This is an optimization exercise on Yosys and OpenROAD, whose aim is small area, a short achievable clock period and few clock cycles, not a production implementation.
RTL that was checked went through simulation tests only; none was proved equivalent to the original.

==> job 9009 <==
## aoc_day2
module aoc_day2 (
    input         clock,
    input         reset,
    input  [63:0] data_value,
    input         data_valid,
    output        data_ready,
    output        result_valid,
    output [63:0] result_value
);
    reg ready_q;
    reg phase;           
    always @(posedge clock) begin
        if (reset) begin
            ready_q <= 1'b0;
            phase   <= 1'b0;
        end else begin
            ready_q <= 1'b1;
            if (data_valid && ready_q) phase <= ~phase;
        end
    end
    assign data_ready = ready_q;
    function [3:0] add3;
        input [3:0] x;
        add3 = {x[3] | (x[2] & x[0]) | (x[2] & x[1]),
                (x[3] & x[0]) | (x[2] & ~x[1] & ~x[0]),
                (x[3] & ~x[0]) | (~x[2] & x[1]) | (x[1] & x[0]),
                (~x[3] & ~x[2] & x[0]) | (x[2] & x[1] & ~x[0]) | (x[3] & ~x[0])};
    endfunction
    wire [33:0] a_n = data_value[33:0];
    wire [9:0] ge;
    assign ge[0] = a_n >= 34'd10;
    assign ge[1] = a_n >= 34'd100;
    assign ge[2] = a_n >= 34'd1000;
    assign ge[3] = a_n >= 34'd10000;
    assign ge[4] = a_n >= 34'd100000;
    assign ge[5] = a_n >= 34'd1000000;
    assign ge[6] = a_n >= 34'd10000000;
    assign ge[7] = a_n >= 34'd100000000;
    assign ge[8] = a_n >= 34'd1000000000;
    assign ge[9] = a_n >= 34'd10000000000;
    wire [3:0] a_dg = ge[9] ? 4'd10 : ge[8] ? 4'd9 : ge[7] ? 4'd8 :
                      ge[6] ? 4'd7 : ge[5] ? 4'd6 : ge[4] ? 4'd5 :
                      ge[3] ? 4'd4 : ge[2] ? 4'd3 : ge[1] ? 4'd2 :
                      ge[0] ? 4'd1 : 4'd0;
    wire a_v = ~reset & data_valid & ready_q;
    wire a_e = phase;
    wire [3:0] dd1 = add3({1'b0, a_n[33], a_n[32], a_n[31]});
    wire [3:0] dd2 = add3({dd1[2], dd1[1], dd1[0], a_n[30]});
    wire [3:0] dd3 = add3({dd2[2], dd2[1], dd2[0], a_n[29]});
    wire [3:0] dd4 = add3({dd3[2], dd3[1], dd3[0], a_n[28]});
  ...
clock: 5.0 ns
lec_check: 0
abc_area: 1
cap_margin: 20
core_margin: 2
core_utilization: 40
setup_slack_margin: 1.6
slew_margin: 20
run.sh (not shown) runs the stock make flow with config.mk's settings and CLKGATE_MAP_FILE= SYNTH_SCRIPT=/design/flow/synth_recipe.tcl, a recipe that flattens the netlist after the stock synthesis.
==> job 2730: changes against job 9009 <==
==> flow/config.mk (replaced) <==
export PLATFORM = sky130hd
export DESIGN_NAME = aoc_day2
export DESIGN_NICKNAME = aoc_day2
export VERILOG_FILES = /design/flow/design.v
export SDC_FILE = /design/flow/constraint.sdc
export NUM_CORES = 4
export LEC_CHECK = 0
export ABC_AREA = 1
export CAP_MARGIN = 20
export CORE_MARGIN = 2
export CORE_UTILIZATION = 40
export SETUP_SLACK_MARGIN = 0.8
export SLEW_MARGIN = 20
==> job 7748: changes against job 9009 <==
--- a/flow/design.v
+++ b/flow/design.v
@@ -359,38 +359,26 @@
     wire hbs87 = hbc62 ^ hbs63 ^ y_h[18];
     wire hbc88 = (hbc62 & hbs63) | (hbc62 & y_h[18]) | (hbs63 & y_h[18]);
     wire hbs89 = hbc64 ^ hbs65 ^ y_h[16];
     wire hbc90 = (hbc64 & hbs65) | (hbc64 & y_h[16]) | (hbs65 & y_h[16]);
     wire hbs91 = hbc66 ^ y_h[17];
     wire hbc92 = hbc66 & y_h[17];
     wire [16:0] hbra93 = {y_h[19], hbc92, hbc90, hbc88, hbc86, hbc84, hbc82, hbc80, hbc78, hbc76, hbc74, hbc72, hbc70, hbc68, hbs67, y_h[1], y_h[0]};
     wire [16:0] hbrb94 = {1'b0, y_h[18], hbs91, hbs89, hbs87, hbs85, hbs83, hbs81, hbs79, hbs77, hbs75, hbs73, hbs71, hbs69, y_h[8], y_h[4], 1'b0};
-    reg        p_v, p_e, p_b, p_even;
-    reg [3:0]  p_dg;
-    reg [16:0] p_ha, p_hb;
-    always @(posedge clock) begin
-        p_v    <= ~reset & y_v;
-        p_e    <= y_e;
-        p_dg   <= y_dg;
-        p_b    <= y_b;
-        p_even <= y_even;
-        p_ha   <= hbra93;
-        p_hb   <= hbrb94;
-    end
-    wire [16:0] y_hb = p_ha + p_hb;
+    wire [16:0] y_hb = hbra93 + hbrb94;
     reg        q_v, q_e, q_b;
     reg [3:0]  q_dg;
     reg [16:0] q_h;
     always @(posedge clock) begin
-        q_v  <= ~reset & p_v;
-        q_e  <= p_e;
-        q_dg <= p_dg;
-        q_h  <= p_even ? y_hb : 17'd0;
-        q_b  <= p_even & p_b;
+        q_v  <= ~reset & y_v;
+        q_e  <= y_e;
+        q_dg <= y_dg;
+        q_h  <= y_even ? y_hb : 17'd0;
+        q_b  <= y_even & y_b;
     end
     wire pp95 = q_h[0] & q_h[1];
     wire pp96 = q_h[0] & q_h[2];
     wire pp97 = q_h[0] & q_h[3];
     wire pp98 = q_h[0] & q_h[4];
     wire pp99 = q_h[0] & q_h[5];
     wire pp100 = q_h[0] & q_h[6];
     wire pp101 = q_h[0] & q_h[7];
==> flow/config.mk (replaced) <==
export PLATFORM = sky130hd
export DESIGN_NAME = aoc_day2
export DESIGN_NICKNAME = aoc_day2
export VERILOG_FILES = /design/flow/design.v
export SDC_FILE = /design/flow/constraint.sdc
export NUM_CORES = 4
export LEC_CHECK = 0
export CAP_MARGIN = 20
export CORE_MARGIN = 2
export CORE_UTILIZATION = 40
export SETUP_SLACK_MARGIN = 1.5
export SLEW_MARGIN = 20
==> notes <==
Job 9009 finished with timing, DRC and antenna clean. Job 7748 completed, yet does not pass: negative setup slack. Job 2730 ran to the end with no violations.
Routed wire length: job 2730 is lower than job 7748 (26%).
Die area is the same in job 9009 and job 2730.
Synthesized cell count is the same in job 2730 and job 9009.
In job 2730 the core utilization is lower than in job 9009, by 6.9 points.
The highest hold slack belongs to job 2730, the lowest to job 7748.
Of job 9009 and job 7748, job 7748 has the higher non-clock buffer count (gap 889).
Testbench counts of job 9009, summed over its fixed seeds: cycles 464.
Testbench counts of job 2730, summed over its fixed seeds: cycles 464.
The RTL of job 7748 was laid out without a check of its function.

-- what the ideal ports hide --
In the flow no input, the clock included, has a driving cell. The finished layouts below were timed again as built, in two steps.
Step 1 assumes that a clkbuf_16 drives the clock port and a buf_2 every other input.
Step 2, shift: input delay + t, output delay - t, t = (earliest + latest rising clock arrival at the registers) / 2. This alone moves slack from input paths to output paths.
Slacks: ideal ports / drivers / drivers and shift; pairs: ideal ports / drivers.
| run | t, ns | setup WS [ns] | worst slew at a driven data input, ns |
|---|---|---|---|
| job 9009 | 0.752 | 1.147 / 1.147 / 1.147 | 0.05 |
| job 2730 | 0.753 | 0.958 / 0.958 / 0.958 | 0.04 |
| job 7748 | 0.752 | -0.874 / -0.874 / -0.874 | 0.08 |
